What follows belongs to an exercise in optimizing a design on an open flow for small area; a production flow would make more cautious choices.
In this exercise RTL edits were held to simulation tests only and were not proved equivalent to the original.
Power figures rest on the tool's default switching activity, not on a simulated workload.

==> flow/design.v <==
module DS18B20Z
(
	input				clk_in,
	input				rst_n_in,
	input				ow_i,
	output	wire		ow_o,
	output	reg			ow_oe,
	output	reg	[15:0]	data_out
);
	reg		[2:0]	jc;
	reg				half;
	wire			j5 = jc[2] & ~jc[1];
	wire			tick = j5 & ~half;
	always @(posedge clk_in or negedge rst_n_in) begin
		if (!rst_n_in) begin
			jc <= 3'd0;
			half <= 1'b0;
		end else begin
			jc <= {jc[1:0], ~jc[2]};
			if (j5) half <= ~half;
		end
	end
	localparam PRE = 3'd0, INITA = 3'd4, INITB = 3'd7, WRITE = 3'd6, CONV = 3'd5, READ = 3'd2;
	reg		[10:0]	cnt;
	reg		[2:0]	ph;
	reg				grp;
	reg		[3:0]	bitn;
	reg		[15:0]	sr;
	function has;
		input [19:0] v;
		input [19:0] k;
		has = (v & k) == k;
	endfunction
	wire	[7:0]	wbyte = bitn[3] ? (grp ? 8'hbe : 8'h44) : 8'hcc;
	wire			wbit = wbyte[bitn[2:0]];
	wire			b7 = bitn[2:0] == 3'd7;
	wire			b15 = bitn == 4'd15;
	wire			sample = ph == READ && cnt[6:0] == 7'd17;
	reg				done;
	wire			jend = ~sr[7] & sr[6];
	always @(posedge clk_in) begin
		if (tick && (sample || done && (ph == WRITE || ph == CONV && b15)))
			sr <= {ph == READ ? ow_i : ph == CONV ? ~sr[0] : 1'b0, sr[15:1]};
	end
	assign ow_o = wbit && cnt[6:0] > 7'd4;
	always @(*) begin
		case (ph)
			PRE:	done = has(cnt, 2);
			INITA:	done = has(cnt, 605);
			INITB:	done = has(cnt, 405);
			WRITE:	done = b15 ? has(cnt, 176) : b7 ? has(cnt, 177) : has(cnt, 92);
			CONV:	done = b15 && jend ? has(cnt, 96) : has(cnt, 1806);
			default: done = b15 ? has(cnt, 77) : b7 ? has(cnt, 78) : has(cnt, 75);
		endcase
	end
	always @(posedge clk_in or negedge rst_n_in) begin
		if (!rst_n_in) begin
			cnt <= 11'd0;
			ph <= PRE;
			grp <= 1'b0;
			bitn <= 4'd0;
			ow_oe <= 1'b0;
			data_out <= 16'h0;
		end else if (tick) begin
			if (done) cnt <= 11'd0;
			else cnt <= cnt + 1'b1;
			if (ph == INITA && has(cnt, 502)) ow_oe <= 1'b0;
			if (ph == WRITE && has(cnt, 87)) ow_oe <= 1'b0;
			if (ph == READ && has(cnt, 4)) ow_oe <= 1'b0;
			if (done) begin
				case (ph)
					PRE: begin ph <= INITA; ow_oe <= 1'b1; end
					INITA: begin
						if (ow_i) begin ph <= PRE; grp <= 1'b0; end
						else ph <= INITB;
					end
					INITB: begin ph <= WRITE; ow_oe <= 1'b1; end
					WRITE: begin
						bitn <= bitn + 1'b1;
						if (b15 && !grp) ph <= CONV;
						else begin
							ow_oe <= 1'b1;
							if (b15) ph <= READ;
						end
					end
					CONV: begin
						bitn <= bitn + 1'b1;
						if (b15 && jend) begin ph <= INITA; grp <= 1'b1; ow_oe <= 1'b1; end
					end
					default: begin
						bitn <= bitn + 1'b1;
						if (b15) begin ph <= PRE; grp <= 1'b0; data_out <= sr; end
						else begin ow_oe <= 1'b1; end
					end
				endcase
			end
		end
	end
endmodule
Settings: LEC_CHECK=0, CAP_MARGIN=20, CORE_MARGIN=2, CORE_UTILIZATION=40, CTS_BUF_LIST=sky130_fd_sc_hd__clkbuf_8, CTS_CLUSTER_DIAMETER=200, CTS_CLUSTER_SIZE=64, SLEW_MARGIN=20; clock period 10.0 ns.
run.sh (not shown) runs the stock make flow with config.mk's settings and CLKGATE_MAP_FILE= SYNTH_SCRIPT=/design/flow/synth_recipe.tcl, a recipe that flattens the netlist after the stock synthesis.
The first run completed without violations.
Edit:
--- a/flow/design.v
+++ b/flow/design.v
@@ -19,9 +19,9 @@
 			jc <= {jc[1:0], ~jc[2]};
 			if (j5) half <= ~half;
 		end
 	end
-	localparam PRE = 3'd0, INITA = 3'd4, INITB = 3'd7, WRITE = 3'd6, CONV = 3'd5, READ = 3'd2;
+	localparam PRE = 3'd0, INITA = 3'd5, INITB = 3'd6, WRITE = 3'd2, CONV = 3'd7, READ = 3'd4;
 	reg		[10:0]	cnt;
 	reg		[2:0]	ph;
 	reg				grp;
 	reg		[3:0]	bitn;
Effect:
- cell area goes up by a few percent
- synthesized cell count rose by a few percent
- combinational power falls by roughly a tenth
- utilization is lower by 1.0 points
- routed wire length grows by a little under a tenth
- clock skew hardly moves
- total power climbs by a few percent
- die area climbs by a few percent
- sequential share of layout area falls by 1.4 points
- area after synthesis grows by a few percent
- hold slack gets worse by 0.019 ns
- final cell count climbs by a few percent


// DS18B20Z: RTL as listed in full above, without the edits since
==> flow/config.mk <==
export PLATFORM = sky130hd
export DESIGN_NAME = DS18B20Z
export DESIGN_NICKNAME = DS18B20Z
export VERILOG_FILES = /design/flow/design.v
export SDC_FILE = /design/flow/constraint.sdc
export NUM_CORES = 4
export LEC_CHECK = 0
export CAP_MARGIN = 20
export CORE_MARGIN = 2
export CORE_UTILIZATION = 40
export CTS_BUF_LIST = sky130_fd_sc_hd__clkbuf_8
export CTS_CLUSTER_DIAMETER = 200
export CTS_CLUSTER_SIZE = 64
export SLEW_MARGIN = 20
==> flow/constraint.sdc <==
create_clock -name core_clock -period 10.0 [get_ports {clk_in}]
set_input_delay 2.0000 -clock core_clock [delete_from_list [all_inputs] [get_ports {clk_in}]]
set_output_delay 2.0000 -clock core_clock [all_outputs]
set_load 0.01 [all_outputs]
standard.sh (not shown) runs the stock make flow with config.mk's settings and CLKGATE_MAP_FILE= SYNTH_SCRIPT=/design/flow/synth_recipe.tcl, a recipe that flattens the netlist after the stock synthesis.
==> flow/flow/run.sh <==
#!/bin/bash
# Own layout flow: the standard synthesis; its combinational logic mapped
# again by ABC for area, with every register instance kept as it is and the
# result proven equivalent (else the standard netlist is kept); then the
# standard layout, with buf_1 port buffers and a clkbuf_8 clock tree without
# dummy loads. Each tool's output goes to a log file in this folder.
set -euo pipefail
W=$(pwd)
R=$W/orfs/results/$FLOW_PLATFORM/DS18B20Z/base
LIB=$FLOW_HOME/platforms/$FLOW_PLATFORM/lib/sky130_fd_sc_hd__tt_025C_1v80.lib
export BUFFER_PORTS_ARGS="-buffer_cell sky130_fd_sc_hd__buf_1"
export CTS_ARGS="-sink_clustering_enable -repair_clock_nets -dont_use_dummy_load -buf_list sky130_fd_sc_hd__clkbuf_8 -sink_clustering_size 64 -sink_clustering_max_diameter 200"

bash standard.sh synth > synth.log 2>&1
cp "$R/1_2_yosys.v" "$W/std.v"

# cells the platform keeps out of use (low-power and probe cells)
DU=$(grep -o 'cell *( *"\?sky130_fd_sc_hd__\(lpflow\|probe\)[a-z0-9_]*' "$LIB" \
	| sed 's/.*(\s*"\?//; s/^/-dont_use /' | tr '\n' ' ')
sed "s|@LIB@|$LIB|g; s|@DU@|$DU|" flow/remap.ys > remap.ys
sed "s|@LIB@|$LIB|g" flow/equiv.ys > equiv.ys
if yosys -l remap.log -s remap.ys > /dev/null 2>&1 &&
	yosys -l equiv.log -s equiv.ys > /dev/null 2>&1; then
	cp "$W/remapped.v" "$R/1_2_yosys.v"
	rm -f "$R/1_synth.odb" "$R/1_synth.sdc"
	echo "remapped netlist used" > remap_result.txt
else
	echo "standard netlist kept" > remap_result.txt
fi

bash standard.sh > layout.log 2>&1
==> flow/flow/equiv.ys <==
read_liberty -ignore_miss_func @LIB@
read_verilog std.v
rename DS18B20Z gold
read_verilog remapped.v
rename DS18B20Z gate
rename -hide gold/c:_*_ gold/w:_*_ gate/c:_*_ gate/w:_*_
flatten gold gate
opt_clean
async2sync
equiv_make gold gate equiv
equiv_simple
equiv_induct
equiv_status -assert equiv
==> flow/flow/remap.ys <==
read_liberty -ignore_miss_func @LIB@
blackbox sky130_fd_sc_hd__df* sky130_fd_sc_hd__edf* sky130_fd_sc_hd__sdf* sky130_fd_sc_hd__dl* sky130_fd_sc_hd__sed*
read_verilog std.v
hierarchy -top DS18B20Z
flatten
opt_clean
abc -liberty @LIB@ @DU@ -script +strash;dc2;dch,-f;amap;strash;dc2;dch,-f;amap
opt_clean -purge
tee -o remap_stat.txt stat -liberty @LIB@
write_verilog -noattr -nohex -nodec remapped.v
Rerun with:
--- a/flow/design.v
+++ b/flow/design.v
@@ -4,7 +4,7 @@
 	input				rst_n_in,
 	input				ow_i,
 	output	wire		ow_o,
-	output	reg			ow_oe,
+	output	wire		ow_oe,
 	output	reg	[15:0]	data_out
 );
 	reg		[2:0]	jc;
@@ -37,6 +37,8 @@
 	wire			b15 = bitn == 4'd15;
 	wire			sample = ph == READ && cnt[6:0] == 7'd17;
 	reg				done;
+	assign ow_oe = (ph == INITA && cnt < 11'd503) || (ph == WRITE && cnt < 11'd88) ||
+		(ph == READ && cnt < 11'd5);
 	wire			jend = ~sr[7] & sr[6];
 	always @(posedge clk_in) begin
 		if (tick && (sample || done && (ph == WRITE || ph == CONV && b15)))
@@ -59,38 +61,33 @@
 			ph <= PRE;
 			grp <= 1'b0;
 			bitn <= 4'd0;
-			ow_oe <= 1'b0;
 			data_out <= 16'h0;
 		end else if (tick) begin
 			if (done) cnt <= 11'd0;
 			else cnt <= cnt + 1'b1;
-			if (ph == INITA && has(cnt, 502)) ow_oe <= 1'b0;
-			if (ph == WRITE && has(cnt, 87)) ow_oe <= 1'b0;
-			if (ph == READ && has(cnt, 4)) ow_oe <= 1'b0;
 			if (done) begin
 				case (ph)
-					PRE: begin ph <= INITA; ow_oe <= 1'b1; end
+					PRE: begin ph <= INITA; end
 					INITA: begin
 						if (ow_i) begin ph <= PRE; grp <= 1'b0; end
 						else ph <= INITB;
 					end
-					INITB: begin ph <= WRITE; ow_oe <= 1'b1; end
+					INITB: begin ph <= WRITE; end
 					WRITE: begin
 						bitn <= bitn + 1'b1;
 						if (b15 && !grp) ph <= CONV;
 						else begin
-							ow_oe <= 1'b1;
 							if (b15) ph <= READ;
 						end
 					end
 					CONV: begin
 						bitn <= bitn + 1'b1;
-						if (b15 && jend) begin ph <= INITA; grp <= 1'b1; ow_oe <= 1'b1; end
+						if (b15 && jend) begin ph <= INITA; grp <= 1'b1; end
 					end
 					default: begin
 						bitn <= bitn + 1'b1;
 						if (b15) begin ph <= PRE; grp <= 1'b0; data_out <= sr; end
-						else begin ow_oe <= 1'b1; end
+						else begin end
 					end
 				endcase
 			end
The new run completed with no timing, DRC or antenna violations.
Sequential share of layout area rises by 0.10 points.
Clock power falls by about 6%.
Sequential power falls by about 2%.
Worst hold slack stays flat.
Power falls by 2.9%.
Non-clock buffer count rises by 1.
Die area falls by 1.8%.
Synthesized area falls by 1.9%.


DS18B20Z, a different RTL version from the one above (not shown whole).
Size: roughly 220 cells after synthesis, roughly 2300 sq um of cells after synthesis.
==> module DS18B20Z, before the edit <==
module DS18B20Z
(
	input				clk_in,
	input				rst_n_in,
	input				ow_i,
	output	wire		ow_o,
	output	wire		ow_oe,
	output	reg	[15:0]	data_out
);
	reg		[2:0]	jc;
	reg				half;
	wire			j5 = jc[2] & ~jc[1];
	wire			tick = j5 & ~half;
	always @(posedge clk_in or negedge rst_n_in) begin
		if (!rst_n_in) begin
			jc <= 3'd0;
			half <= 1'b0;
		end else begin
			jc <= {jc[1:0], ~jc[2]};
			if (j5) half <= ~half;
		end
	end
	localparam PRE = 3'd0, INITA = 3'd4, INITB = 3'd7, WRITE = 3'd6, CONV = 3'd5, READ = 3'd2;
	reg		[9:0]	cnt;
	reg		[2:0]	ph;
	reg				grp;
	reg		[3:0]	bitn;
	reg		[15:0]	sr;
	function has;
		input [19:0] v;
		input [19:0] k;
		has = (v & k) == k;
	endfunction
	wire	[7:0]	wbyte = bitn[3] ? (grp ? 8'hbe : 8'h44) : 8'hcc;
	wire			wbit = wbyte[bitn[2:0]];
	wire			b7 = bitn[2:0] == 3'd7;
	wire			b15 = bitn == 4'd15;
	wire			sample = ph == READ && cnt[6:0] == 7'd17;
	reg				done;
	assign ow_oe = (ph == INITA && cnt < 10'd503) || (ph == WRITE && cnt < 10'd88) ||
		(ph == READ && cnt < 10'd5);
	wire			jend = ~sr[4] & sr[3];
	always @(posedge clk_in) begin
		if (tick && (sample || done && (ph == WRITE || ph == CONV && b15)))
			sr <= {ph == READ ? ow_i : ph == CONV ? ~sr[0] : 1'b0, sr[15:1]};
	end
	assign ow_o = wbit && cnt[6:0] > 7'd4;
	always @(*) begin
		case (ph)
			PRE:	done = has(cnt, 2);
			INITA:	done = has(cnt, 605);
			INITB:	done = has(cnt, 405);
			WRITE:	done = b15 ? has(cnt, 176) : b7 ? has(cnt, 177) : has(cnt, 92);
			CONV:	done = b15 && jend && grp ? has(cnt, 226) : has(cnt, 768);
			default: done = b15 ? has(cnt, 77) : b7 ? has(cnt, 78) : has(cnt, 75);
		endcase
	end
	always @(posedge clk_in or negedge rst_n_in) begin
		if (!rst_n_in) begin
			cnt <= 10'd0;
			ph <= PRE;
			grp <= 1'b0;
			bitn <= 4'd0;
			data_out <= 16'h0;
		end else if (tick) begin
			if (done) cnt <= 10'd0;
			else cnt <= cnt + 1'b1;
			if (done) begin
				case (ph)
					PRE: begin ph <= INITA; end
					INITA: begin
						if (ow_i) begin ph <= PRE; grp <= 1'b0; end
						else ph <= INITB;
					end
					INITB: begin ph <= WRITE; end
					WRITE: begin
						bitn <= bitn + 1'b1;
						if (b15 && !grp) ph <= CONV;
						else begin
							if (b15) ph <= READ;
						end
					end
					CONV: begin
						bitn <= bitn + 1'b1;
						if (b15 && jend) begin grp <= 1'b1; if (grp) ph <= INITA; end
					end
					default: begin
						bitn <= bitn + 1'b1;
						if (b15) begin ph <= PRE; grp <= 1'b0; data_out <= sr; end
						else begin end
					end
				endcase
			end
		end
	end
endmodule
==> flow/config.mk <==
export PLATFORM = sky130hd
export DESIGN_NAME = DS18B20Z
export DESIGN_NICKNAME = DS18B20Z
export VERILOG_FILES = /design/flow/design.v
export SDC_FILE = /design/flow/constraint.sdc
export NUM_CORES = 4
export LEC_CHECK = 0
export CAP_MARGIN = 20
export CORE_MARGIN = 2
export CORE_UTILIZATION = 40
export CTS_BUF_LIST = sky130_fd_sc_hd__clkbuf_8
export CTS_CLUSTER_DIAMETER = 200
export CTS_CLUSTER_SIZE = 64
export SLEW_MARGIN = 20
==> flow/constraint.sdc <==
create_clock -name core_clock -period 10.0 [get_ports {clk_in}]
set_input_delay 2.0000 -clock core_clock [delete_from_list [all_inputs] [get_ports {clk_in}]]
set_output_delay 2.0000 -clock core_clock [all_outputs]
set_load 0.01 [all_outputs]
==> flow/flow/run.sh <==
#!/bin/bash
# Own layout flow: the standard synthesis; its combinational logic mapped
# again by ABC for area, with every register instance kept as it is and the
# result proven equivalent (else the standard netlist is kept); then the
# standard layout, with buf_1 port buffers and a clkbuf_8 clock tree without
# dummy loads. Each tool's output goes to a log file in this folder.
set -euo pipefail
W=$(pwd)
R=$W/orfs/results/$FLOW_PLATFORM/DS18B20Z/base
LIB=$FLOW_HOME/platforms/$FLOW_PLATFORM/lib/sky130_fd_sc_hd__tt_025C_1v80.lib
export BUFFER_PORTS_ARGS="-buffer_cell sky130_fd_sc_hd__buf_1"
export CTS_ARGS="-sink_clustering_enable -repair_clock_nets -dont_use_dummy_load -buf_list sky130_fd_sc_hd__clkbuf_8 -sink_clustering_size 64 -sink_clustering_max_diameter 200"

bash standard.sh synth > synth.log 2>&1
cp "$R/1_2_yosys.v" "$W/std.v"

# cells the platform keeps out of use (low-power and probe cells)
DU=$(grep -o 'cell *( *"\?sky130_fd_sc_hd__\(lpflow\|probe\)[a-z0-9_]*' "$LIB" \
	| sed 's/.*(\s*"\?//; s/^/-dont_use /' | tr '\n' ' ')
# a few ABC scripts; the smallest result that is proven equivalent is used
SCRIPTS=(
	"+strash;dc2;dch,-f;amap;strash;dc2;dch,-f;amap"
	"+strash;balance;rewrite;refactor;resub;rewrite,-z;dc2;dch,-f;amap;strash;dc2;dch,-f;amap"
	"+strash;dc2;dc2;dc2;dch,-f;amap;strash;dch,-f;amap;strash;dch,-f;amap"
)
echo "standard netlist kept" > remap_result.txt
for N in 0 1 2; do
	sed "s|@LIB@|$LIB|g; s|@DU@|$DU|; s|@SCRIPT@|${SCRIPTS[$N]}|; s|@N@|$N|g" flow/remap.ys > remap_$N.ys
	yosys -l remap_$N.log -s remap_$N.ys > /dev/null 2>&1 || true
done
for N in $(for N in 0 1 2; do
		[[ -f remap_stat_$N.txt ]] && echo "$(awk '/Chip area/ {print $NF}' remap_stat_$N.txt) $N"
	done | sort -n | awk '{print $2}'); do
	cp "remapped_$N.v" remapped.v
	sed "s|@LIB@|$LIB|g" flow/equiv.ys > equiv.ys
	if yosys -l equiv_$N.log -s equiv.ys > /dev/null 2>&1; then
		cp "$W/remapped.v" "$R/1_2_yosys.v"
		rm -f "$R/1_synth.odb" "$R/1_synth.sdc"
		echo "remapped netlist $N used" > remap_result.txt
		break
	fi
done

bash standard.sh > layout.log 2>&1
==> flow/flow/remap.ys <==
read_liberty -ignore_miss_func @LIB@
blackbox sky130_fd_sc_hd__df* sky130_fd_sc_hd__edf* sky130_fd_sc_hd__sdf* sky130_fd_sc_hd__dl* sky130_fd_sc_hd__sed*
read_verilog std.v
hierarchy -top DS18B20Z
flatten
opt_clean
abc -liberty @LIB@ @DU@ -script @SCRIPT@
opt_clean -purge
tee -o remap_stat_@N@.txt stat -liberty @LIB@
write_verilog -noattr -nohex -nodec remapped_@N@.v
Scripts as last shown in full above: flow/flow/equiv.ys
The baseline went through all stages and came out clean.
Next try:
--- a/flow/design.v
+++ b/flow/design.v
@@ -22,5 +22,5 @@
 	end
 	localparam PRE = 3'd0, INITA = 3'd4, INITB = 3'd7, WRITE = 3'd6, CONV = 3'd5, READ = 3'd2;
-	reg		[9:0]	cnt;
+	reg		[10:0]	cnt;
 	reg		[2:0]	ph;
 	reg				grp;
@@ -38,7 +38,7 @@
 	wire			sample = ph == READ && cnt[6:0] == 7'd17;
 	reg				done;
-	assign ow_oe = (ph == INITA && cnt < 10'd503) || (ph == WRITE && cnt < 10'd88) ||
-		(ph == READ && cnt < 10'd5);
-	wire			jend = ~sr[4] & sr[3];
+	assign ow_oe = (ph == INITA && cnt < 11'd503) || (ph == WRITE && cnt < 11'd88) ||
+		(ph == READ && cnt < 11'd5);
+	wire			jend = ~sr[7] & sr[6];
 	always @(posedge clk_in) begin
 		if (tick && (sample || done && (ph == WRITE || ph == CONV && b15)))
@@ -52,5 +52,5 @@
 			INITB:	done = has(cnt, 405);
 			WRITE:	done = b15 ? has(cnt, 176) : b7 ? has(cnt, 177) : has(cnt, 92);
-			CONV:	done = b15 && jend && grp ? has(cnt, 226) : has(cnt, 768);
+			CONV:	done = b15 && jend ? has(cnt, 96) : has(cnt, 1806);
 			default: done = b15 ? has(cnt, 77) : b7 ? has(cnt, 78) : has(cnt, 75);
 		endcase
@@ -58,5 +58,5 @@
 	always @(posedge clk_in or negedge rst_n_in) begin
 		if (!rst_n_in) begin
-			cnt <= 10'd0;
+			cnt <= 11'd0;
 			ph <= PRE;
 			grp <= 1'b0;
@@ -64,5 +64,5 @@
 			data_out <= 16'h0;
 		end else if (tick) begin
-			if (done) cnt <= 10'd0;
+			if (done) cnt <= 11'd0;
 			else cnt <= cnt + 1'b1;
 			if (done) begin
@@ -83,5 +83,5 @@
 					CONV: begin
 						bitn <= bitn + 1'b1;
-						if (b15 && jend) begin grp <= 1'b1; if (grp) ph <= INITA; end
+						if (b15 && jend) begin ph <= INITA; grp <= 1'b1; end
 					end
 					default: begin
After rerunning: The changed run ran to the end with no violations; worst setup slack is better by 0.71 ns; final cell count decreases by 0.32%; via count increases by 0.89%; sequential cell count increases by 1; sequential share of layout area increases by 0.37 points; final area increases by 1.1%; total power increases by 0.71%; area after synthesis increases by 1.3%; register-to-register slack is better by 1.1 ns; wire length decreases by 0.47%; hold slack is worse by 0.013 ns.

==> separate check: timing with driven ports <==
The flow's constraints put no driver on any port. The routed layouts listed below were extracted and timed again, unchanged, in two steps. Step 1, drivers: a clkbuf_16 drives clk_in and a buf_2 each remaining input, both assumed. Step 2 moves the port delays by t, midway between the first and last clock arrival at a register: inputs arrive t later, outputs are due t later. That takes back most of the time a late clock gives input paths. a / b / c = no drivers / after step 1 / after step 2; a / b = the first two.
run	t (ns)	setup WS [ns]	worst hold slack (ns)	worst data-port slew with drivers (ns)	cell pins on the clock port's net
the first run of note 1	0.339	6.068 / 6.040 / 6.379	0.376 / 0.376 / 0.376	0.03	1
the second run of note 1	0.342	5.973 / 5.944 / 6.286	0.356 / 0.356 / 0.356	0.03	1
the first run of note 2	0.334	6.365 / 6.336 / 6.590	0.359 / 0.359 / 0.359	0.03	1
the second run of note 2	0.326	5.933 / 5.905 / 6.059	0.361 / 0.361 / 0.361	0.03	1
the first run of note 3	0.326	5.270 / 5.270 / 5.270	0.354 / 0.354 / 0.354	0.03	1
the second run of note 3	0.328	5.984 / 5.953 / 6.281	0.341 / 0.341 / 0.341	0.03	1
After both steps every run listed still meets setup and hold.
